From an optimization exercise on the open Yosys and OpenROAD flow, aimed at small area and a short achievable clock period; shortcuts taken in it are not production practice. The RTL was checked by simulation tests, not by an equivalence proof against the original design.

==> flow/design.v <==
module ldpc_zsign (
   input wire [6:0] l7,
   input wire [6:0] x1,
   input wire c1,
   input wire [6:0] x2,
   input wire c2,
   output wire zs
);
   wire [7:0] l8 = {l7[6], l7};
   wire [7:0] a8 = {x1[6], x1};
   wire [7:0] b8 = {x2[6], x2};
   wire [7:0] cs = l8 ^ a8 ^ b8;
   wire [7:0] cc = (l8 & a8) | (l8 & b8) | (a8 & b8);
   wire [7:0] ea = cs;
   wire [7:0] eb = {cc[6:0], c1};
   wire [7:0] g = ea & eb;
   wire [7:0] p = ea ^ eb;
   wire [7:0] gg = {g[6:0], c2};
   wire [7:0] pp = {p[6:0], 1'b0};
   wire g10 = gg[1] | (pp[1] & gg[0]);
   wire g32 = gg[3] | (pp[3] & gg[2]);  wire p32 = pp[3] & pp[2];
   wire g54 = gg[5] | (pp[5] & gg[4]);  wire p54 = pp[5] & pp[4];
   wire g76 = gg[7] | (pp[7] & gg[6]);  wire p76 = pp[7] & pp[6];
   wire g30 = g32 | (p32 & g10);
   wire g74 = g76 | (p76 & g54);        wire p74 = p76 & p54;
   wire c7 = g74 | (p74 & g30);
   assign zs = p[7] ^ c7;
endmodule
module syndrome_check (
   input wire [11:0] v_hat,
   output wire done
);
   wire [1:12] v = v_hat;
   wire [5:0] syndrome = {v[2] ^ v[4] ^ v[9] ^ v[10],
                          v[1] ^ v[6] ^ v[8] ^ v[12],
                          v[3] ^ v[5] ^ v[7] ^ v[12],
                          v[2] ^ v[6] ^ v[7] ^ v[11],
                          v[1] ^ v[5] ^ v[9] ^ v[11],
                          v[3] ^ v[4] ^ v[8] ^ v[10]};
   assign done = ~|syndrome;
endmodule
module ldpc_decoder #(
   parameter BPS = 12,
   parameter LAMBDA_IBITS = 3,
   parameter LAMBDA_FBITS = 3,
   parameter LAMBDA_NBITS = LAMBDA_IBITS + LAMBDA_FBITS
)(
   input wire clk,
   input wire lambda_valid,
   input wire [(BPS*LAMBDA_NBITS)-1:0] lambda,
   output wire [BPS-1:0] v_hat,
   output wire done
);
   function [5:0] vn_key;
      input [5:0] lambda;
      input [6:0] m;
      reg [6:0] a, b, t;
      reg c;
      integer i;
      begin
         a = {lambda[5], lambda};
         b = {m[6], m[6:1]};
         c = m[0];
         for (i = 0; i < 7; i = i + 1) begin
            t[i] = a[i] ^ b[i] ^ c;
            c = (a[i] & b[i]) | (a[i] & c) | (b[i] & c);
         end
         vn_key = {{5{t[6] == t[5]}} & (t[4:0] ^ {5{~t[6]}}), ~t[6]};
      end
   endfunction
   function [5:0] ch_key;
      input [5:0] lambda;
      ch_key = {lambda[4:0] ^ {5{~lambda[5]}}, ~lambda[5]};
   endfunction
   function ge;
      input [5:0] a, b;
      reg [5:0] g, l;
      reg g10, l10, g32, l32, g54, l54, g30, l30;
      begin
         g = a & ~b;
         l = ~a & b;
         g10 = g[1] | (~l[1] & g[0]);  l10 = l[1] | (~g[1] & l[0]);
         g32 = g[3] | (~l[3] & g[2]);  l32 = l[3] | (~g[3] & l[2]);
         g54 = g[5] | (~l[5] & g[4]);  l54 = l[5] | (~g[5] & l[4]);
         g30 = g32 | (~l32 & g10);     l30 = l32 | (~g32 & l10);
         ge = g54 | (~l54 & ~l30);
      end
   endfunction
   function [27:0] cn;
      input [5:0] k0, k1, k2, k3;
      reg g01, g02, g03, g12, g13, g23;
      reg s0, s1, s2, s3;
      reg [5:0] o0, o1, o2, o3;
      begin
         g01 = ge(k0, k1);
         g02 = ge(k0, k2);
         g03 = ge(k0, k3);
         g12 = ge(k1, k2);
         g13 = ge(k1, k3);
         g23 = ge(k2, k3);
         s0 = ~(k1[0] ^ k2[0] ^ k3[0]);
         s1 = ~(k0[0] ^ k2[0] ^ k3[0]);
         s2 = ~(k0[0] ^ k1[0] ^ k3[0]);
         s3 = ~(k0[0] ^ k1[0] ^ k2[0]);
         o0 = ({6{g12 & g13}} & k1) | ({6{~g12 & g23}} & k2) | ({6{~g13 & ~g23}} & k3);
         o1 = ({6{g02 & g03}} & k0) | ({6{~g02 & g23}} & k2) | ({6{~g03 & ~g23}} & k3);
         o2 = ({6{g01 & g03}} & k0) | ({6{~g01 & g13}} & k1) | ({6{~g03 & ~g13}} & k3);
         o3 = ({6{g01 & g02}} & k0) | ({6{~g01 & g12}} & k1) | ({6{~g02 & ~g12}} & k2);
         cn = {s3, o3[5:1] ^ {5{~s3}}, o3[0] ^ ~s3,
               s2, o2[5:1] ^ {5{~s2}}, o2[0] ^ ~s2,
               s1, o1[5:1] ^ {5{~s1}}, o1[0] ^ ~s1,
               s0, o0[5:1] ^ {5{~s0}}, o0[0] ^ ~s0};
      end
   endfunction
   reg [71:0] lambda_F;
   reg [6:0] c1_m0_F, c1_m1_F, c1_m2_F, c1_m3_F;
   reg [6:0] c2_m0_F, c2_m1_F, c2_m2_F, c2_m3_F;
   reg [6:0] c3_m0_F, c3_m1_F, c3_m2_F, c3_m3_F;
   reg [6:0] c4_m0_F, c4_m1_F, c4_m2_F, c4_m3_F;
   reg [6:0] c5_m0_F, c5_m1_F, c5_m2_F, c5_m3_F;
   reg [6:0] c6_m0_F, c6_m1_F, c6_m2_F, c6_m3_F;
   wire [5:0] c1_k0, c1_k1, c1_k2, c1_k3;
   wire [5:0] c2_k0, c2_k1, c2_k2, c2_k3;
   wire [5:0] c3_k0, c3_k1, c3_k2, c3_k3;
   wire [5:0] c4_k0, c4_k1, c4_k2, c4_k3;
   wire [5:0] c5_k0, c5_k1, c5_k2, c5_k3;
   wire [5:0] c6_k0, c6_k1, c6_k2, c6_k3;
   wire [5:0] v1_kl = ch_key(lambda[71:66]);
   assign c2_k0 = lambda_valid ? v1_kl : vn_key(lambda_F[71:66], c5_m0_F);
   assign c5_k0 = lambda_valid ? v1_kl : vn_key(lambda_F[71:66], c2_m0_F);
   wire [5:0] v2_kl = ch_key(lambda[65:60]);
   assign c3_k0 = lambda_valid ? v2_kl : vn_key(lambda_F[65:60], c6_m0_F);
   assign c6_k0 = lambda_valid ? v2_kl : vn_key(lambda_F[65:60], c3_m0_F);
   wire [5:0] v3_kl = ch_key(lambda[59:54]);
   assign c1_k0 = lambda_valid ? v3_kl : vn_key(lambda_F[59:54], c4_m0_F);
   assign c4_k0 = lambda_valid ? v3_kl : vn_key(lambda_F[59:54], c1_m0_F);
   wire [5:0] v4_kl = ch_key(lambda[53:48]);
   assign c1_k1 = lambda_valid ? v4_kl : vn_key(lambda_F[53:48], c6_m1_F);
   assign c6_k1 = lambda_valid ? v4_kl : vn_key(lambda_F[53:48], c1_m1_F);
   wire [5:0] v5_kl = ch_key(lambda[47:42]);
   assign c2_k1 = lambda_valid ? v5_kl : vn_key(lambda_F[47:42], c4_m1_F);
   assign c4_k1 = lambda_valid ? v5_kl : vn_key(lambda_F[47:42], c2_m1_F);
   wire [5:0] v6_kl = ch_key(lambda[41:36]);
   assign c3_k1 = lambda_valid ? v6_kl : vn_key(lambda_F[41:36], c5_m1_F);
   assign c5_k1 = lambda_valid ? v6_kl : vn_key(lambda_F[41:36], c3_m1_F);
   wire [5:0] v7_kl = ch_key(lambda[35:30]);
   assign c3_k2 = lambda_valid ? v7_kl : vn_key(lambda_F[35:30], c4_m2_F);
   assign c4_k2 = lambda_valid ? v7_kl : vn_key(lambda_F[35:30], c3_m2_F);
   wire [5:0] v8_kl = ch_key(lambda[29:24]);
   assign c1_k2 = lambda_valid ? v8_kl : vn_key(lambda_F[29:24], c5_m2_F);
   assign c5_k2 = lambda_valid ? v8_kl : vn_key(lambda_F[29:24], c1_m2_F);
   wire [5:0] v9_kl = ch_key(lambda[23:18]);
   assign c2_k2 = lambda_valid ? v9_kl : vn_key(lambda_F[23:18], c6_m2_F);
   assign c6_k2 = lambda_valid ? v9_kl : vn_key(lambda_F[23:18], c2_m2_F);
   wire [5:0] v10_kl = ch_key(lambda[17:12]);
   assign c1_k3 = lambda_valid ? v10_kl : vn_key(lambda_F[17:12], c6_m3_F);
   assign c6_k3 = lambda_valid ? v10_kl : vn_key(lambda_F[17:12], c1_m3_F);
   wire [5:0] v11_kl = ch_key(lambda[11:6]);
   assign c2_k3 = lambda_valid ? v11_kl : vn_key(lambda_F[11:6], c3_m3_F);
   assign c3_k3 = lambda_valid ? v11_kl : vn_key(lambda_F[11:6], c2_m3_F);
   wire [5:0] v12_kl = ch_key(lambda[5:0]);
   assign c4_k3 = lambda_valid ? v12_kl : vn_key(lambda_F[5:0], c5_m3_F);
   assign c5_k3 = lambda_valid ? v12_kl : vn_key(lambda_F[5:0], c4_m3_F);
   wire [27:0] c1_m = cn(c1_k0, c1_k1, c1_k2, c1_k3);
   wire [27:0] c2_m = cn(c2_k0, c2_k1, c2_k2, c2_k3);
   wire [27:0] c3_m = cn(c3_k0, c3_k1, c3_k2, c3_k3);
   wire [27:0] c4_m = cn(c4_k0, c4_k1, c4_k2, c4_k3);
   wire [27:0] c5_m = cn(c5_k0, c5_k1, c5_k2, c5_k3);
   wire [27:0] c6_m = cn(c6_k0, c6_k1, c6_k2, c6_k3);
   always @(posedge clk) begin
      if (lambda_valid) lambda_F <= lambda;
      c1_m0_F <= c1_m[6:0];
      c1_m1_F <= c1_m[13:7];
      c1_m2_F <= c1_m[20:14];
      c1_m3_F <= c1_m[27:21];
      c2_m0_F <= c2_m[6:0];
      c2_m1_F <= c2_m[13:7];
      c2_m2_F <= c2_m[20:14];
      c2_m3_F <= c2_m[27:21];
      c3_m0_F <= c3_m[6:0];
      c3_m1_F <= c3_m[13:7];
      c3_m2_F <= c3_m[20:14];
      c3_m3_F <= c3_m[27:21];
      c4_m0_F <= c4_m[6:0];
      c4_m1_F <= c4_m[13:7];
      c4_m2_F <= c4_m[20:14];
      c4_m3_F <= c4_m[27:21];
      c5_m0_F <= c5_m[6:0];
      c5_m1_F <= c5_m[13:7];
      c5_m2_F <= c5_m[20:14];
      c5_m3_F <= c5_m[27:21];
      c6_m0_F <= c6_m[6:0];
      c6_m1_F <= c6_m[13:7];
      c6_m2_F <= c6_m[20:14];
      c6_m3_F <= c6_m[27:21];
   end
   ldpc_zsign z1 (.l7({lambda_F[71], lambda_F[71:66]}), .x1({c2_m0_F[6], c2_m0_F[6:1]}), .c1(c2_m0_F[0]),
      .x2({c5_m0_F[6], c5_m0_F[6:1]}), .c2(c5_m0_F[0]), .zs(v_hat[11]));
   ldpc_zsign z2 (.l7({lambda_F[65], lambda_F[65:60]}), .x1({c3_m0_F[6], c3_m0_F[6:1]}), .c1(c3_m0_F[0]),
      .x2({c6_m0_F[6], c6_m0_F[6:1]}), .c2(c6_m0_F[0]), .zs(v_hat[10]));
   ldpc_zsign z3 (.l7({lambda_F[59], lambda_F[59:54]}), .x1({c1_m0_F[6], c1_m0_F[6:1]}), .c1(c1_m0_F[0]),
      .x2({c4_m0_F[6], c4_m0_F[6:1]}), .c2(c4_m0_F[0]), .zs(v_hat[9]));
   ldpc_zsign z4 (.l7({lambda_F[53], lambda_F[53:48]}), .x1({c1_m1_F[6], c1_m1_F[6:1]}), .c1(c1_m1_F[0]),
      .x2({c6_m1_F[6], c6_m1_F[6:1]}), .c2(c6_m1_F[0]), .zs(v_hat[8]));
   ldpc_zsign z5 (.l7({lambda_F[47], lambda_F[47:42]}), .x1({c2_m1_F[6], c2_m1_F[6:1]}), .c1(c2_m1_F[0]),
      .x2({c4_m1_F[6], c4_m1_F[6:1]}), .c2(c4_m1_F[0]), .zs(v_hat[7]));
   ldpc_zsign z6 (.l7({lambda_F[41], lambda_F[41:36]}), .x1({c3_m1_F[6], c3_m1_F[6:1]}), .c1(c3_m1_F[0]),
      .x2({c5_m1_F[6], c5_m1_F[6:1]}), .c2(c5_m1_F[0]), .zs(v_hat[6]));
   ldpc_zsign z7 (.l7({lambda_F[35], lambda_F[35:30]}), .x1({c3_m2_F[6], c3_m2_F[6:1]}), .c1(c3_m2_F[0]),
      .x2({c4_m2_F[6], c4_m2_F[6:1]}), .c2(c4_m2_F[0]), .zs(v_hat[5]));
   ldpc_zsign z8 (.l7({lambda_F[29], lambda_F[29:24]}), .x1({c1_m2_F[6], c1_m2_F[6:1]}), .c1(c1_m2_F[0]),
      .x2({c5_m2_F[6], c5_m2_F[6:1]}), .c2(c5_m2_F[0]), .zs(v_hat[4]));
   ldpc_zsign z9 (.l7({lambda_F[23], lambda_F[23:18]}), .x1({c2_m2_F[6], c2_m2_F[6:1]}), .c1(c2_m2_F[0]),
      .x2({c6_m2_F[6], c6_m2_F[6:1]}), .c2(c6_m2_F[0]), .zs(v_hat[3]));
   ldpc_zsign z10 (.l7({lambda_F[17], lambda_F[17:12]}), .x1({c1_m3_F[6], c1_m3_F[6:1]}), .c1(c1_m3_F[0]),
      .x2({c6_m3_F[6], c6_m3_F[6:1]}), .c2(c6_m3_F[0]), .zs(v_hat[2]));
   ldpc_zsign z11 (.l7({lambda_F[11], lambda_F[11:6]}), .x1({c2_m3_F[6], c2_m3_F[6:1]}), .c1(c2_m3_F[0]),
      .x2({c3_m3_F[6], c3_m3_F[6:1]}), .c2(c3_m3_F[0]), .zs(v_hat[1]));
   ldpc_zsign z12 (.l7({lambda_F[5], lambda_F[5:0]}), .x1({c4_m3_F[6], c4_m3_F[6:1]}), .c1(c4_m3_F[0]),
      .x2({c5_m3_F[6], c5_m3_F[6:1]}), .c2(c5_m3_F[0]), .zs(v_hat[0]));
   syndrome_check s (.v_hat(v_hat), .done(done));
endmodule
==> flow/flow/run.sh <==
#!/bin/bash
# The standard layout (the standard.sh, unchanged synthesis), with two
# settings changed:
#  - port buffers use a plain buffer cell (sky130_fd_sc_hd__buf_2);
#  - timing repair aims for a setup slack of MARGIN ns, i.e. a period shorter
#    than the design's; the constraints themselves are not changed.
# Each make run's full output goes to a log of its own in this folder.
set -o pipefail
MARGIN=6.7
bash standard.sh "BUFFER_PORTS_ARGS=-buffer_cell sky130_fd_sc_hd__buf_2" SETUP_SLACK_MARGIN=$MARGIN finish > standard.log 2>&1
==> flow/standard.sh <==
#!/bin/bash
# synth_recipe.tcl (not shown) runs the flow's synth.tcl, then flattens the netlist and writes it again
# the make line also repeats each setting of config.mk as NAME=value (left out here)
make -C /OpenROAD-flow-scripts/flow DESIGN_CONFIG=/design/flow/config.mk WORK_HOME=/design/flow/orfs CLKGATE_MAP_FILE= SYNTH_SCRIPT=/design/flow/synth_recipe.tcl "${@:-finish}"
==> flow/config.mk <==
export PLATFORM = sky130hd
export DESIGN_NAME = ldpc_decoder
export DESIGN_NICKNAME = ldpc_decoder
export VERILOG_FILES = /design/flow/design.v
export SDC_FILE = /design/flow/constraint.sdc
export NUM_CORES = 4
export LEC_CHECK = 0
export CAP_MARGIN = 20
export CORE_MARGIN = 2
export CORE_UTILIZATION = 40
export CTS_CLUSTER_DIAMETER = 120
export CTS_CLUSTER_SIZE = 20
export SLEW_MARGIN = 20
export SYNTH_HIERARCHICAL = 1
export SYNTH_MINIMUM_KEEP_SIZE = 0
==> flow/constraint.sdc <==
create_clock -name core_clock -period 13.0 [get_ports {clk}]
set_input_delay 2.6000 -clock core_clock [delete_from_list [all_inputs] [get_ports {clk}]]
set_output_delay 2.6000 -clock core_clock [all_outputs]
set_load 0.01 [all_outputs]
==> flow_summary.ini, run 1 <==
[outcome]
status = timing/DRC/antenna clean

[clock_tree]
htreeDepth = 1
clk_pin_slew_ns = 0.09
clock_latency_ns = 0.54
cts_tree = built
cts_buffer_depth = 3
cts.sinks = 240
clock-root-buffer = clkbuf_16
cts_buffers = 16

[worst_setup_path]
endpoint_kind = output pin
cp-start-kind = flip-flop
cp_data_arrival_time_ns = 3.69
reg2reg_slack_ns = 7.02
criticalPathCategory = reg -> out
crit_fanout = 3
crit_required_ns = 10.40

[sta]
fin_skew_ns = 0.0265
grt_setup_unrepaired = true
fmax_mhz = 159
slew_headroom = 0.274
setup_viol = 0
tightestPinTransition_ns = 1.08
timing.hold.ws_ns = 1.23
period_needed_ns = 6.29
setup_tns_ns = 0
post-route-period-util = 0.484
maxSlewViolCount = 0
finalHoldViolations = 0

[place]
port_buffers = 86
dp_cells = 3923
gp_congestion = 0.969
dp_hpwl_um = 66000
placed_area_um2 = 27600

[finish]
instances_no_fill = 3999
layout_commonest_cell = inv_1
area.growth.synth_to_final_pct = 9.77
fin_area_um2 = 29000
largest_reg_flops = 72
layout_common_cells = 503 x inv_1, 228 x fa_1, 226 x nand2_1
regMostFlops = lambda_F
final_core_util = 0.443
nFillCells = 6586
multi_input_area_um2 = 19000
fin_nets = 3529
diodes = 0
final-seq-area_um2 = 5540
drive_gt1_frac = 0.108

[global_routing]
met2_usage = 0.389
met3_usage = 0.0240
grt.overflow.total = 0
grt_max_degree = 164
grt_pass1_vias = 21400
top_usage_layer = met2
grt_use_total = 0.239
antenna_found_initial = 2
met1_usage = 0.343
grt_pass1_wl_um = 127000

[route]
drtPass1Iterations = 9
route.detailed.drc = 0
wl_per_cell_um = 21.1
ant_nets = 0
vias_per_cell = 5.77
vias = 23100
routed_wl_um = 84300
drt_iter0_drc = 2693

[logic_synthesis]
synth-edff-count = 72
ys_ff_latch = 240
yosys_most_used_dff = dfxtp_1
ys_warn_count = 7
synth-async-reset-ratio = 0
syn_avg_cell_area_um2 = 8.68
yosysSeqAreaShare = 0.209
synthesis.area_um2 = 26500
synth_top_area_share = 0.173
ys_types = 102
synth_largest_area_cell = fa_1
synth_fp_nets = 3454
syn-instance-count = 3050
ys_top_cells_by_area = fa_1 17%, dfxtp_1 13%, edfxtp_1 8.2%

[die]
fp.dieArea_um2 = 68200
core_area_um2 = 65600
fp.dieH_um = 261
io_pins = 87
initial_core_util = 0.403
row_count = 94
die_w_um = 261

[flow_run]
maxCapViolations = 0

[min_path]
hp-class = reg -> reg
final timing paths:
path	start	endpoint	cells past startpoint
max	lambda_F[29]	done	12
min	c1_m3_F[1]	c6_m1_F[1]	6
max reg2reg	lambda_F[6]	c3_m0_F[1]	19
min reg2reg	c1_m3_F[1]	c6_m1_F[1]	6
routing by layer:
layer,wire length (um),share of wire
met4,2220,0.026
met5,0,0
met1,37500,0.44
met3,6040,0.072
met2,38600,0.46
critical path, cell delays in order (launching register included):
cell and delay [ns]:
edfxtp_1 0.38, inv_1 0.07, fa_1 0.57, inv_1 0.05
ha_1 0.32, and4_1 0.20, a221oi_4 0.32, xnor2_4 0.20
xnor2_2 0.18, xnor2_1 0.21, nand4_1 0.17, nor3_4 0.29
buf_2 0.18
through the flow:
stage | setup slack, ns
finish | 6.71
global route | 6.55
CTS | 6.70
detailed placement | 5.75
global placement | 5.88
floorplan | 6.97
cell usage after synthesis (all sizes together) (6+ instances only):
cell     count
a31oi       11
a21boi       6
a221o       17
a22oi       17
a2bb2oi      7
fa         228
o22ai      108
nor2       138
o211ai      33
o211a        9
a2111oi     12
o21a        32
and2        37
a211oi      49
nor3        26
a211o        8
dfxtp      168
xor2       166
o2bb2ai     11
o31a        11
o221ai      54
edfxtp      72
and4        13
a21oi      144
nand3       58
or2         45
ha         102
buf         60
nand3b      19
nor3b       17
nand2      227
a22o        12
mux2i       25
o31ai       20
inv        507
maj3        29
clkbuf      40
a222oi      21
xnor2      103
nand2b      80
a221oi      56
o21ai      113
o22a         8
nor2b       49
final cells by class:
class,instances,share of cell area
clock buffer,27,0.0170
clock inverter,1,0.000560
inverter,507,0.0655
multi-input combinational,2203,0.653
sequential,240,0.191
tap,864,0.0372
timing repair buffer,157,0.0361
per-module statistics from Yosys, one instance, submodules excluded:
module | cells inside | flip-flops and latches
ldpc_decoder | 2503 | 240
syndrome_check | 19 | 0
ldpc_zsign | 44 | 0
repair_timing:
item                                    in CTS  in global routing
endpoints found under the setup margin      82                120
buffers inserted                             4                 42
gates resized for setup                     16                 69
cloned                                       0                  1
hold buffers                                 0                  0
pin swaps                                    3                 40
cell families after synthesis:
family | count (synthesis) | share of synthesized area
compound gates | 812 | 0.227
xor+xnor | 269 | 0.0893
fa+ha+maj | 359 | 0.232
buf+inv | 607 | 0.0915
flops | 240 | 0.209
mux | 29 | 0.0112
simple gates | 734 | 0.140
==> run 2, diff against run 1 <==
--- a/flow/design.v
+++ b/flow/design.v
@@ -60,7 +60,7 @@
       begin
-         a = {lambda[5], lambda};
-         b = {m[6], m[6:1]};
-         c = m[0];
+         a = ~{lambda[5], lambda};
+         b = ~{m[6], m[6:1]};
+         c = ~m[0];
          for (i = 0; i < 7; i = i + 1) begin
-            t[i] = a[i] ^ b[i] ^ c;
+            t[i] = ~(a[i] ^ b[i] ^ c);
             c = (a[i] & b[i]) | (a[i] & c) | (b[i] & c);
==> run 2 against run 1 <==
  * Sequential share of layout area grew 0.38 points
  * Still clean
  * Maximum frequency rose by 0.75%
  * Via count down 2.5%
  * Synthesized cell count shrank 7.3%
  * Highest routed layer unchanged
==> flow_summary.ini, run 2 <==
[die]
fp.dieH_um = 257
die_w_um = 257
fp.dieArea_um2 = 65900
initial_core_util = 0.405
row_count = 92
io_pins = 87
core_area_um2 = 63100

[logic_synthesis]
ys_ff_latch = 240
syn-instance-count = 2827
synthTopCellsByCount = 299 x inv_1, 228 x fa_1, 226 x nand2_1
synth_compound_area_frac = 0.224
synthesis.area_um2 = 25600
ys_warn_count = 7
synth_largest_area_cell = fa_1
yosysSeqAreaShare = 0.216
synth-async-reset-ratio = 0
synth-simple-area-share = 0.139
synth_xor_area_frac = 0.0914
ys_types = 88
synth-edff-count = 72
syn_avg_cell_area_um2 = 9.04
muxShareOfSynthArea = 0.0185
synth_top_family_by_area = adder cells
synth_fa_ha_area_frac = 0.244
yosys_most_used_dff = dfxtp_1
yosysMostFrequentCell = inv_1
synth_top_area_share = 0.179
synth_fp_nets = 3231
ys_top_cells_by_area = fa_1 18%, dfxtp_1 13%, edfxtp_1 8.5%

[finish]
fin_nets = 3341
fin_area_um2 = 28600
area.growth.synth_to_final_pct = 11.7
largest_reg_flops = 72
drive_gt1_frac = 0.142
regMostFlops = lambda_F
layout_common_cells = 293 x inv_1, 222 x fa_1, 221 x nand2_1
layout_commonest_cell = inv_1

[place]
gp_congestion = 0.970
placed_area_um2 = 26700
port_buffers = 86
dp_hpwl_um = 68000

[clock_tree]
clock_latency_ns = 0.55
cts_buffer_depth = 3
cts.sinks = 240
clk_pin_slew_ns = 0.11
cts_tree = built
htreeDepth = 1
clock-root-buffer = clkbuf_16
cts_buffers = 16

[sta]
fin_skew_ns = 0.0297
finalHoldViolations = 0
post-route-period-util = 0.481
setup_tns_ns = 0
tightestPinTransition_ns = 1.07
grt_setup_unrepaired = true
maxSlewViolCount = 0
timing.hold.ws_ns = 1.25
fmax_mhz = 160
period_needed_ns = 6.25
slew_headroom = 0.282
setup_viol = 0

[route]
vias = 22500
routed_wl_um = 86800
ant_nets = 0
wl_per_cell_um = 22.9
drtPass1Iterations = 8
drt_iter0_drc = 2135
route.detailed.drc = 0
vias_per_cell = 5.93

[worst_setup_path]
criticalPathCategory = reg -> out
r2r-start = lambda_F[18]
crit_fanout = 3
cp-start-kind = flip-flop
endpoint_kind = output pin
cp_data_arrival_time_ns = 3.65
critPathLaunch = c6_m3_F[6]
crit_required_ns = 10.40

[global_routing]
grt_pass1_wl_um = 132000
antenna_found_initial = 2
met3_usage = 0.0374
grt_pass1_vias = 22200
grt_max_degree = 83
grt.overflow.total = 0
top_usage_layer = met2
grt_use_total = 0.257
met1_usage = 0.357
met2_usage = 0.418

[flow_run]
maxCapViolations = 0

[outcome]
status = timing/DRC/antenna clean

[min_path]
hp-class = reg -> reg
holdCritStartpoint = c6_m2_F[4]
## run 2: changes by cell type after synthesis, moves of 11 or more
cell | previous run | this run
a21oi_1 | 131 | 112
a222oi_1 | 21 | 36
a31oi_1 | 11 | 23
and2_1 | 34 | 45
clkbuf_1 | 39 | 57
inv_1 | 507 | 299
mux2i_1 | 25 | 45
nand3_1 | 58 | 34
nor2_1 | 136 | 168
o22ai_1 | 105 | 61
xnor2_1 | 102 | 113
xor2_1 | 166 | 152
## run 2: worst paths after layout
kind,to,slack [ns],cells after the start
max,done,6.75,14
min,c2_m1_F[4],1.25,5
max reg2reg,c6_m1_F[0],6.87,17
min reg2reg,c2_m1_F[4],1.25,5
## run 2: cell families after synthesis
family	count (synthesis)
AOI/OAI and AO/OA	767
and+or+nand+nor	723
buffers and inverters	414
adders and majority gates	370
xor gates and xnor gates	266
DFF	240
muxes	47
## run 2: worst max-delay path, cell delays in order (launching register included)
cell and delay, ns:
dfxtp_1 0.41, inv_1 0.08, fa_1 0.55, inv_2 0.05
ha_4 0.21, a21oi_2 0.12, nand2_1 0.08, a221oi_2 0.38
xnor2_2 0.20, xnor2_2 0.15, buf_6 0.15, xnor2_1 0.12
nand4_1 0.15, nor3_4 0.27, buf_2 0.20
## run 2: modules after synthesis, one instance, submodules excluded
| module | cell area [um^2] | copies in the design | cells |
|---|---|---|---|
| ldpc_decoder | 20900 | 1 | 2280 |
| ldpc_zsign | 377 | 12 | 44 |
| syndrome_check | 173 | 1 | 19 |
## run 2: area by class of cell
type / instances / area, um^2
fill: 6205 / 34500
timing repair buffer: 207 / 1460
sequential: 240 / 5550
clock inverter: 3 / 22.5
multi-input combinational: 2173 / 18900
antenna: 1 / 2.50
tap: 846 / 1060
inverter: 299 / 1120
clock buffer: 25 / 465
## run 2: repair_timing
action,CTS,global route
buffers inserted,58,28
pin swaps,34,25
endpoints found under the setup margin,92,116
gates cloned,0,1
hold buffers,0,0
gates resized for setup,69,83
## run 2: routing by layer
metal	wire length (um)	up-vias
met5	0	-
met4	2500	0
met3	6590	142
met2	39500	953
met1	38200	11100
li1	-	10300
## run 2: through the flow
step,worst slack [ns],util,cells
global route,6.59,0.453,3794
floorplan,6.72,-,2827
finish,6.75,0.453,3794
CTS,6.67,0.444,3764
global placement,5.60,0.424,3676
detailed placement,5.48,0.424,3678
==> run 3, diff against run 2 <==
==> flow/flow/run.sh (replaced) <==
#!/bin/bash
# The standard layout (the standard.sh, unchanged synthesis), with these
# settings changed:
#  - port buffers use a plain buffer cell (sky130_fd_sc_hd__buf_2);
#  - timing repair aims for a setup slack of MARGIN_PLACE ns up to clock tree
#    synthesis and MARGIN_ROUTE ns after global routing, i.e. a period shorter
#    than the design's; the constraints themselves are not changed.
# Each make run's full output goes to a log of its own in this folder.
set -o pipefail
MARGIN_PLACE=7
MARGIN_ROUTE=6.7
BUF="BUFFER_PORTS_ARGS=-buffer_cell sky130_fd_sc_hd__buf_2"
bash standard.sh "$BUF" SETUP_SLACK_MARGIN=$MARGIN_PLACE cts > standard_cts.log 2>&1 || exit 1
bash standard.sh "$BUF" SETUP_SLACK_MARGIN=$MARGIN_ROUTE finish > standard_finish.log 2>&1
--- a/flow/config.mk
+++ b/flow/config.mk
@@ -9,5 +9,6 @@
 export CORE_MARGIN = 2
-export CORE_UTILIZATION = 40
+export CORE_UTILIZATION = 60
 export CTS_CLUSTER_DIAMETER = 120
 export CTS_CLUSTER_SIZE = 20
+export PLACE_DENSITY = 0.75
 export SLEW_MARGIN = 20
==> run 3 against run 2 <==
  * Clock-buffer cell count is the same
  * Maximum frequency grew 0.64%
  * Sequential share of layout area up 0.35 points
  * Cell count down 8.0%
  * First-iteration DRC count rose by 19%
  * Largest cell class unchanged
  * Cell area is 1.5% lower
  * Critical endpoint unchanged
  * Die area decreased by 33%
  * Clock skew down 0.016 ns
  * Routed wire length shrank 4.6%
==> flow_summary.ini, run 3 <==
[logic_synthesis]
synth_fp_nets = 3231
synthesis.area_um2 = 25600
muxShareOfSynthArea = 0.0185
ys_warn_count = 7
synth-async-reset-ratio = 0
ys_top_cells_by_area = fa_1 18%, dfxtp_1 13%, edfxtp_1 8.5%
yosysMostFrequentCell = inv_1
synth_xor_area_frac = 0.0914
yosysSeqAreaShare = 0.216
synth-edff-count = 72
synth_top_area_share = 0.179
synthTopCellsByCount = 299 x inv_1, 228 x fa_1, 226 x nand2_1
synth_largest_area_cell = fa_1
synth_top_family_by_area = adder cells
syn-instance-count = 2827
ys_ff_latch = 240
ys_types = 88
syn_avg_cell_area_um2 = 9.04
yosys_most_used_dff = dfxtp_1
synth-simple-area-share = 0.139
synth_compound_area_frac = 0.224
synth_fa_ha_area_frac = 0.244

[sta]
fin_skew_ns = 0.0138
tightestPinTransition_ns = 1.08
slew_headroom = 0.270
fin_ws_ns = 6.79
setup_viol = 0
maxSlewViolCount = 0
finalHoldViolations = 0
period_needed_ns = 6.21
post-route-period-util = 0.478
setup_tns_ns = 0
fmax_mhz = 161
grt_setup_unrepaired = true
timing.hold.ws_ns = 1.23

[min_path]
hp-class = reg -> reg

[worst_setup_path]
critPathTopFamily = adder cells
crit_slowest_cell = fa_1
slowest_delay_ns = 0.50
crit_required_ns = 10.40
cp_data_arrival_time_ns = 3.61
path_buf_inv = 5
crit_fanout = 3
criticalPathCategory = reg -> out
crit_top_cell = inv_1
endpoint_kind = output pin
path_cells = inv_1, fa_1, inv_1, ha_1, and4_1, a221oi_4, xnor2_4, buf_12, buf_6, xor2_2, xnor2_2, nor3_4, buf_2
cp-start-kind = flip-flop

[clock_tree]
clk_pin_slew_ns = 0.10
htreeDepth = 1
clock-root-buffer = clkbuf_16
cts.sinks = 240
clock_latency_ns = 0.53
cts_tree = built
cts_buffer_depth = 3
ctsHoldBuffers = 0
cts_buffers = 15

[place]
pre_cts_slack_ns = 5.97
port_buffers = 86
gp_congestion = 1.03
dp_cells = 3364
dp_hpwl_um = 63800

[finish]
drive_gt1_frac = 0.146
largest_reg_flops = 72
regMostFlops = lambda_F
layout_commonest_cell = inv_1
instances_no_fill = 3490
area.growth.synth_to_final_pct = 10.0
layout_common_cells = 287 x inv_1, 224 x nand2_1, 224 x fa_1
fin_nets = 3345

[die]
die_w_um = 210
io_pins = 87
core_area_um2 = 42000
fp.dieH_um = 210
initial_core_util = 0.608
row_count = 75
fp.dieArea_um2 = 44300

[flow_run]
maxCapViolations = 0

[global_routing]
grt_pass1_wl_um = 129000
grt_pass1_vias = 22500
antenna_found_initial = 2
grt_use_total = 0.374
grt_max_degree = 114
grt.overflow.total = 0

[route]
route.detailed.drc = 0
drt_iter0_drc = 2537
drtPass1Iterations = 8
wl_per_cell_um = 23.7
vias = 22800
vias_per_cell = 6.54
routed_wl_um = 82900
ant_nets = 0

[outcome]
status = timing/DRC/antenna clean
run 3: cell count changes in the layout (fill, tap and decap cells not counted), moves of 5 or more:
cell,delta
buf_4,+8
o21ai_1,-5
inv_2,+6
dfxtp_2,+6
inv_1,-6
dfxtp_1,-8
o21ai_0,+7
run 3: layout make-up:
cell class              instances  area, um^2
multi-input cells            2173       18900
fillers                      3357       13900
flip-flops and latches        240        5570
repair buffers                212        1450
inverters                     299        1120
well taps                     539         674
clock buffers                  25         413
diodes                          2        5.00
run 3: final timing paths:
path	from	end	slack [ns]	depth (start not counted)
min	c5_m2_F[2]	c1_m3_F[2]	1.23	6
min reg2reg	c5_m2_F[2]	c1_m3_F[2]	1.23	6
max reg2reg	lambda_F[12]	c6_m1_F[4]	6.88	17
max	c2_m2_F[4]	done	6.79	13
run 3: metal layers:
| layer | GRT usage | share of wire | vias up |
|---|---|---|---|
| li1 | - | - | 10300 |
| met1 | 0.499 | 0.41 | 11100 |
| met2 | 0.606 | 0.46 | 1129 |
| met3 | 0.0521 | 0.081 | 280 |
| met4 | 0.175 | 0.054 | 0 |
| met5 | 0 | 0 | - |
run 3: kinds of logic after synthesis:
logic type                 after synthesis
buffers and inverters                  414
adders and majority gates              370
DFF                                    240
xor gates and xnor gates               266
AOI/OAI and AO/OA                      767
muxes                                   47
and+or+nand+nor                        723
run 3: worst reg2reg max path, stage by stage (launching register included):
cell      delay (ns)
edfxtp_1        0.46
buf_4           0.19
fa_1            0.44
fa_1            0.42
fa_1            0.41
fa_1            0.40
fa_1            0.39
fa_1            0.77
nor2_1          0.09
a221oi_1        0.48
or2_4           0.27
o221ai_1        0.18
a41oi_1         0.26
nand3_1         0.29
or2_2           0.43
o22ai_1         0.20
mux2i_1         0.21
o21ai_0         0.10
run 3: metrics by stage:
stage          instance area [um^2]   util
2_1_floorplan                 25600      -
3_3_place_gp                  26300  0.626
3_5_place_dp                  26300  0.626
4_1_cts                       28000  0.665
6_report                      28100  0.669
5_1_grt                       28100  0.669
run 3: Yosys stat by module (local to each module, per instance):
module	cell area [um^2]	flops+latches	cells	times used
syndrome_check	173	0	19	1
ldpc_decoder	20900	240	2280	1
ldpc_zsign	377	0	44	12
run 3: what timing repair did:
| action | in CTS | in global routing |
|---|---|---|
| resized for setup | 133 | 15 |
| endpoints found under the hold margin | 0 | 0 |
| setup buffers | 88 | 11 |
| cloned | 0 | 0 |
| pin swaps | 61 | 11 |
| setup endpoints to repair | 127 | 13 |
==> run 4, diff against run 3 <==
--- a/flow/design.v
+++ b/flow/design.v
@@ -8,9 +8,9 @@
 );
-   wire [7:0] l8 = {l7[6], l7};
-   wire [7:0] a8 = {x1[6], x1};
-   wire [7:0] b8 = {x2[6], x2};
-   wire [7:0] cs = l8 ^ a8 ^ b8;
-   wire [7:0] cc = (l8 & a8) | (l8 & b8) | (a8 & b8);
-   wire [7:0] ea = cs;
-   wire [7:0] eb = {cc[6:0], c1};
+   wire [5:0] l = l7[5:0];
+   wire [5:0] a = x1[5:0];
+   wire [5:0] b = x2[5:0];
+   wire [5:0] cs = l ^ a ^ b;
+   wire [5:0] cc = (l & a) | (l & b) | (a & b);
+   wire [7:0] ea = {{2{cs[5]}}, cs};
+   wire [7:0] eb = {cc[5], cc, c1};
    wire [7:0] g = ea & eb;
==> run 4 against run 3 <==
  * First-iteration DRC count rose by 12%
  * Routed wire length shrank 1.8%
  * Worst hold slack worse by 0.014 ns
  * Cell area decreased by 5.8%
  * Critical path depth increased by 1
  * Non-clock buffer count shrank 61
  * Cell count decreased by 5.5%
  * Clock skew grew 0.0058 ns
  * Die area fell by 3.1%
  * Critical endpoint is now c3_m2_F[0]
==> flow_summary.ini, run 4 <==
[outcome]
status = timing/DRC/antenna clean

[die]
die_w_um = 207
row_count = 74
fp.dieArea_um2 = 42900
io_pins = 87
fp.dieH_um = 207
initial_core_util = 0.608
core_area_um2 = 40700

[sta]
post-route-period-util = 0.471
fmax_mhz = 163
finalHoldViolations = 0
setup_viol = 0
fin_ws_ns = 6.88
maxSlewViolCount = 0
grt_setup_unrepaired = false
setup_tns_ns = 0
slew_headroom = 0.204
tightestPinTransition_ns = 1.18
period_needed_ns = 6.12
fin_skew_ns = 0.0196

[logic_synthesis]
synth-edff-count = 72
syn_avg_cell_area_um2 = 9.21
syn-instance-count = 2686
yosysMostFrequentCell = nand2_1
synth_largest_area_cell = fa_1
synth_fp_nets = 3078
ys_top_cells_by_area = fa_1 17%, dfxtp_1 14%, edfxtp_1 8.7%
synth_top_area_share = 0.175
yosys_most_used_dff = dfxtp_1
ys_ff_latch = 240
synthTopCellsByCount = 238 x nand2_1, 216 x fa_1, 209 x inv_1
synth-async-reset-ratio = 0
synthesis.area_um2 = 24800
yosysSeqAreaShare = 0.223
ys_types = 95
ys_warn_count = 7

[global_routing]
grt_max_degree = 94
met2_usage = 0.606
top_usage_layer = met2
met3_usage = 0.0523
met1_usage = 0.497
grt_pass1_vias = 22100
antenna_found_initial = 5
grt_use_total = 0.371
grt_pass1_wl_um = 125000
grt.overflow.total = 0

[place]
pre_cts_slack_ns = 5.75
port_buffers = 86
dp_hpwl_um = 64500
gp_congestion = 1.06

[route]
wl_per_cell_um = 24.7
vias_per_cell = 6.75
ant_nets = 0
route.detailed.drc = 0
routed_wl_um = 81400
drt_iter0_drc = 2836
vias = 22300
drtPass1Iterations = 8

[worst_setup_path]
criticalPathCategory = in -> reg
crit_required_ns = 13.47
endpoint_kind = flip-flop
crit_fanout = 90
cp-start-kind = input port
cp_data_arrival_time_ns = 6.59

[clock_tree]
clock-root-buffer = clkbuf_16
cts_buffer_depth = 3
clk_pin_slew_ns = 0.09
htreeDepth = 1
cts_tree = built
clock_latency_ns = 0.53
cts.sinks = 240
cts_buffers = 16
ctsHoldBuffers = 0

[finish]
layout_common_cells = 237 x nand2_1, 213 x fa_1, 209 x inv_1
layout_commonest_cell = nand2_1
largest_reg_flops = 72
final-seq-area_um2 = 5530
area.growth.synth_to_final_pct = 7.02
drive_gt1_frac = 0.109
nFillCells = 3379
fin_nets = 3146
regMostFlops = lambda_F
multi_input_area_um2 = 18000

[flow_run]
maxCapViolations = 0

[min_path]
hp-class = reg -> reg
run 4: cell type report:
| cell class | count | share of cell area |
|---|---|---|
| timing repair buffer | 151 | 0.0377 |
| clock buffer | 25 | 0.0172 |
| antenna | 1 | 0.0000945 |
| tap | 532 | 0.0251 |
| clock inverter | 3 | 0.000897 |
| sequential | 240 | 0.209 |
| inverter | 215 | 0.0305 |
| multi-input combinational | 2130 | 0.680 |
run 4: per-stage QoR:
step | std cells | util | instance area (um^2) | hold WS, ns
2_1_floorplan | 2686 | - | 24800 | 0.980
3_3_place_gp | 3223 | 0.625 | 25500 | 1.17
3_5_place_dp | 3224 | 0.625 | 25500 | 1.14
4_1_cts | 3287 | 0.648 | 26400 | 1.18
5_1_grt | 3296 | 0.650 | 26500 | 1.29
6_report | 3297 | 0.650 | 26500 | 1.21
run 4: cell families after synthesis:
group | count (synthesis) | share of synthesized area
adders and majority gates | 349 | 0.239
xor gates and xnor gates | 244 | 0.0866
muxes | 38 | 0.0156
buffers and inverters | 316 | 0.0551
DFF | 240 | 0.223
and+or+nand+nor | 721 | 0.146
AOI/OAI and AO/OA | 778 | 0.234
run 4: path summary, 6_finish.rpt:
| kind | startpoint | slack (ns) | end | depth (start not counted) |
|---|---|---|---|---|
| worst max-delay path | lambda_valid | 6.88 | c3_m2_F[0] | 14 |
| worst min-delay path | c3_m2_F[6] | 1.21 | c4_m3_F[0] | 5 |
| worst max register to register | lambda_F[36] | 6.89 | c3_m0_F[0] | 16 |
| worst min register to register | c3_m2_F[6] | 1.21 | c4_m3_F[0] | 5 |
run 4: layer usage:
metal / routed length, um / vias up
met2: 37900 / 1265
met1: 32200 / 10800
met5: 28 / -
met4: 3880 / 6
met3: 7390 / 274
li1: - / 9868
run 4: worst max-delay path, cell delays in order:
cell,delay (ns)
buf_12,0.31
buf_12,0.32
buf_6,0.36
mux2i_2,0.46
inv_1,0.17
ha_1,0.21
maj3_1,0.37
a32o_1,0.29
a221oi_1,0.28
a221oi_2,0.14
and2_0,0.31
a22oi_1,0.26
mux2i_1,0.24
xor2_1,0.15
run 4: timing repair:
item / CTS / global route
pin swaps: 22 / 4
buffers inserted: 35 / 9
gates resized for setup: 27 / 6
endpoints found under the setup margin: 116 / 17
run 4: per-module statistics from Yosys, one instance, submodules excluded:
module | copies in the design | flops+latches
syndrome_check | 1 | 0
ldpc_zsign | 12 | 0
ldpc_decoder | 1 | 240
==> run 5, diff against run 4 <==
--- a/flow/design.v
+++ b/flow/design.v
@@ -76,12 +76,9 @@
       input [5:0] a, b;
-      reg [5:0] g, l;
-      reg g10, l10, g32, l32, g54, l54, g30, l30;
+      integer i;
+      reg c;
       begin
-         g = a & ~b;
-         l = ~a & b;
-         g10 = g[1] | (~l[1] & g[0]);  l10 = l[1] | (~g[1] & l[0]);
-         g32 = g[3] | (~l[3] & g[2]);  l32 = l[3] | (~g[3] & l[2]);
-         g54 = g[5] | (~l[5] & g[4]);  l54 = l[5] | (~g[5] & l[4]);
-         g30 = g32 | (~l32 & g10);     l30 = l32 | (~g32 & l10);
-         ge = g54 | (~l54 & ~l30);
+         c = 1'b1;
+         for (i = 0; i < 6; i = i + 1)
+            c = (a[i] & ~b[i]) | (a[i] & c) | (~b[i] & c);
+         ge = c;
       end
==> run 5 against run 4 <==
  * Synthesized area up 1.9%
  * Register-to-register slack worse by 0.02 ns
  * Die area up 1.8%
  * Still clean
  * First-iteration DRC count about the same
  * Maximum frequency down 0.18%
  * Flip-flop and latch count unchanged
==> flow_summary.ini, run 5 <==
[route]
route.detailed.drc = 0
drt_iter0_drc = 2837
wl_per_cell_um = 24.8
ant_nets = 0
routed_wl_um = 84200
vias = 23000
vias_per_cell = 6.77
drtPass1Iterations = 9

[clock_tree]
cts_buffers = 15
clk_pin_slew_ns = 0.09
clock-root-buffer = clkbuf_16
htreeDepth = 1
clock_latency_ns = 0.55
cts.sinks = 240
cts_tree = built
cts_buffer_depth = 3
ctsHoldBuffers = 0

[die]
initial_core_util = 0.604
fp.dieArea_um2 = 43700
fp.dieH_um = 209
row_count = 75
core_area_um2 = 41800
io_pins = 87
die_w_um = 209

[worst_setup_path]
slowest_delay_ns = 0.62
cp-start-kind = flip-flop
r2r-start = lambda_F[42]
crit_fanout = 10
endpoint_kind = flip-flop
path_buf_inv = 1
reg2reg_depth = 17
criticalPathCategory = reg -> reg
crit_top_cell = fa_1
critPathTopFamily = adder cells
critPathLaunch = lambda_F[42]
reg2reg_slack_ns = 6.87
cp_data_arrival_time_ns = 6.55
path_cells = buf_4, fa_1, fa_1, fa_1, fa_1, fa_1, fa_1, nor2b_1, a211o_1, nand2_1, o21ai_0, a221oi_1, a211o_1, or2_2, o22ai_1, a31oi_1, xor2_1
regToRegEndpoint = c4_m0_F[2]
crit_required_ns = 13.41
crit_slowest_cell = fa_1

[finish]
layout_common_cells = 213 x inv_1, 213 x fa_1, 200 x nand2_1
largest_reg_flops = 72
area.growth.synth_to_final_pct = 6.58
fin_area_um2 = 26900
fin_nets = 3217
drive_gt1_frac = 0.110
regMostFlops = lambda_F
final_core_util = 0.644
nFillCells = 3566

[global_routing]
antenna_found_initial = 5
grt_use_total = 0.384
grt.overflow.total = 0
grt_pass1_wl_um = 130000
grt_max_degree = 125
grt_pass1_vias = 22500

[flow_run]
maxCapViolations = 0

[logic_synthesis]
synth_top_area_share = 0.171
yosys_most_used_dff = dfxtp_1
ys_types = 98
syn-instance-count = 2787
synth_largest_area_cell = fa_1
ys_ff_latch = 240
yosysMostFrequentCell = fa_1
synth_fp_nets = 3161
synthesis.area_um2 = 25200
ys_warn_count = 7
synthTopCellsByCount = 216 x fa_1, 213 x inv_1, 200 x nand2_1
yosysSeqAreaShare = 0.219
ys_top_cells_by_area = fa_1 17%, dfxtp_1 13%, edfxtp_1 8.6%
syn_avg_cell_area_um2 = 9.05
synth-edff-count = 72
synth-async-reset-ratio = 0

[sta]
setup_tns_ns = 0
maxSlewViolCount = 0
slew_headroom = 0.282
grt_setup_unrepaired = true
fin_ws_ns = 6.87
finalHoldViolations = 0
fin_skew_ns = 0.0286
timing.hold.ws_ns = 1.05
fmax_mhz = 163
setup_viol = 0
tightestPinTransition_ns = 1.07
period_needed_ns = 6.13
post-route-period-util = 0.472

[min_path]
hold_depth = 5
min_to = c3_m1_F[0]
hp-class = reg -> reg
holdCritStartpoint = c6_m0_F[6]

[outcome]
status = timing/DRC/antenna clean

[place]
pre_cts_slack_ns = 5.64
gp_congestion = 1.01
port_buffers = 86
dp_hpwl_um = 66300
placed_area_um2 = 25900
[run 5: repair_timing]
action,CTS,global route
gates resized for setup,39,11
setup buffers,36,2
pin swaps,23,3
endpoints found under the setup margin,126,37
[run 5: kinds of logic after synthesis]
kind of cell | count (synthesis) | share of synthesized area
and+or+nand+nor | 836 | 0.171
AOI/OAI and AO/OA | 807 | 0.242
adders and majority gates | 330 | 0.225
buffers and inverters | 329 | 0.0564
DFF | 240 | 0.219
xor gates and xnor gates | 235 | 0.0819
muxes | 10 | 0.00397
[run 5: worst max path at each step]
| stage | endpoint | slack, ns | cells after the start |
|---|---|---|---|
| floorplan | c2_m2_F[1] | 7.26 | 17 |
| global placement | c3_m3_F[3] | 5.89 | 12 |
| detailed placement | c3_m3_F[1] | 5.64 | 12 |
| CTS | c4_m0_F[2] | 6.99 | 17 |
| global route | c1_m2_F[3] | 6.66 | 16 |
| finish | c4_m0_F[2] | 6.87 | 17 |
[run 5: Yosys stat by module, one instance, submodules excluded]
| module | flip-flops and latches | cells inside | cell area, um^2 |
|---|---|---|---|
| ldpc_zsign | 0 | 34 | 317 |
| ldpc_decoder | 240 | 2360 | 21200 |
| syndrome_check | 0 | 19 | 173 |
[run 5: worst reg2reg max path, cell delays in order (launching register included)]
cell and delay, ns:
edfxtp_1 0.46, buf_4 0.18, fa_1 0.42, fa_1 0.40, fa_1 0.40, fa_1 0.39
fa_1 0.39, fa_1 0.62, nor2b_1 0.36, a211o_1 0.21, nand2_1 0.31, o21ai_0 0.38
a221oi_1 0.13, a211o_1 0.39, or2_2 0.40, o22ai_1 0.18, a31oi_1 0.08, xor2_1 0.29
[run 5: final cells by class]
class | count | area, um^2 | area share
sequential | 240 | 5530 | 0.206
clock buffer | 25 | 413 | 0.0154
tap | 539 | 674 | 0.0251
timing repair buffer | 154 | 983 | 0.0366
clock inverter | 1 | 8.76 | 0.000326
antenna | 5 | 12.5 | 0.000466
multi-input combinational | 2218 | 18500 | 0.687
inverter | 214 | 803 | 0.0299
[run 5: stage by stage]
| step | instances |
|---|---|
| floorplan | 2787 |
| global placement | 3327 |
| detailed placement | 3327 |
| CTS | 3389 |
| global route | 3396 |
| finish | 3396 |
[run 5: per-layer routing]
layer | part of all wire | global-route usage
met4 | 0.046 | 0.158
met2 | 0.45 | 0.606
met1 | 0.41 | 0.528
met5 | 0 | 0
met3 | 0.094 | 0.0616

port drivers added, routing unchanged:
The flow's constraints put no driver on any port. The routed layouts listed below were extracted and timed again, unchanged, in two steps.
Step 1, drivers: a clkbuf_16 drives clk and a buf_2 each remaining input, both assumed.
Step 2 times the ports against the registers' clock, not the clock port: input delays grow and output delays shrink by t, the midpoint of the rising clock arrivals with the driver on.
Slacks: no drivers / after step 1 / after step 2; pairs: no drivers / after step 1.
| run | shift t [ns] | setup slack, ns | worst hold slack (ns) | worst register clock-pin slew, ns | worst slew at a driven data input, ns |
|---|---|---|---|---|---|
| run 1 | 0.591 | 6.705 / 6.646 / 6.158 | 1.226 / 1.226 / 1.226 | 0.10 / 0.10 | 0.06 |
| run 2 | 0.598 | 6.752 / 6.689 / 6.314 | 1.252 / 1.252 / 1.252 | 0.11 / 0.11 | 0.06 |
| run 3 | 0.583 | 6.791 / 6.729 / 6.273 | 1.228 / 1.228 / 1.228 | 0.10 / 0.10 | 0.08 |
| run 4 | 0.581 | 6.877 / 6.864 / 6.283 | 1.214 / 1.214 / 1.214 | 0.10 / 0.10 | 0.10 |
| run 5 | 0.593 | 6.866 / 6.866 / 6.284 | 1.051 / 1.051 / 1.051 | 0.10 / 0.10 | 0.08 |
After both steps setup and hold are still met in every run listed. For run 4, which loses most, drivers alone change the setup slack by -0.013 ns; drivers and shift together by -0.594 ns.
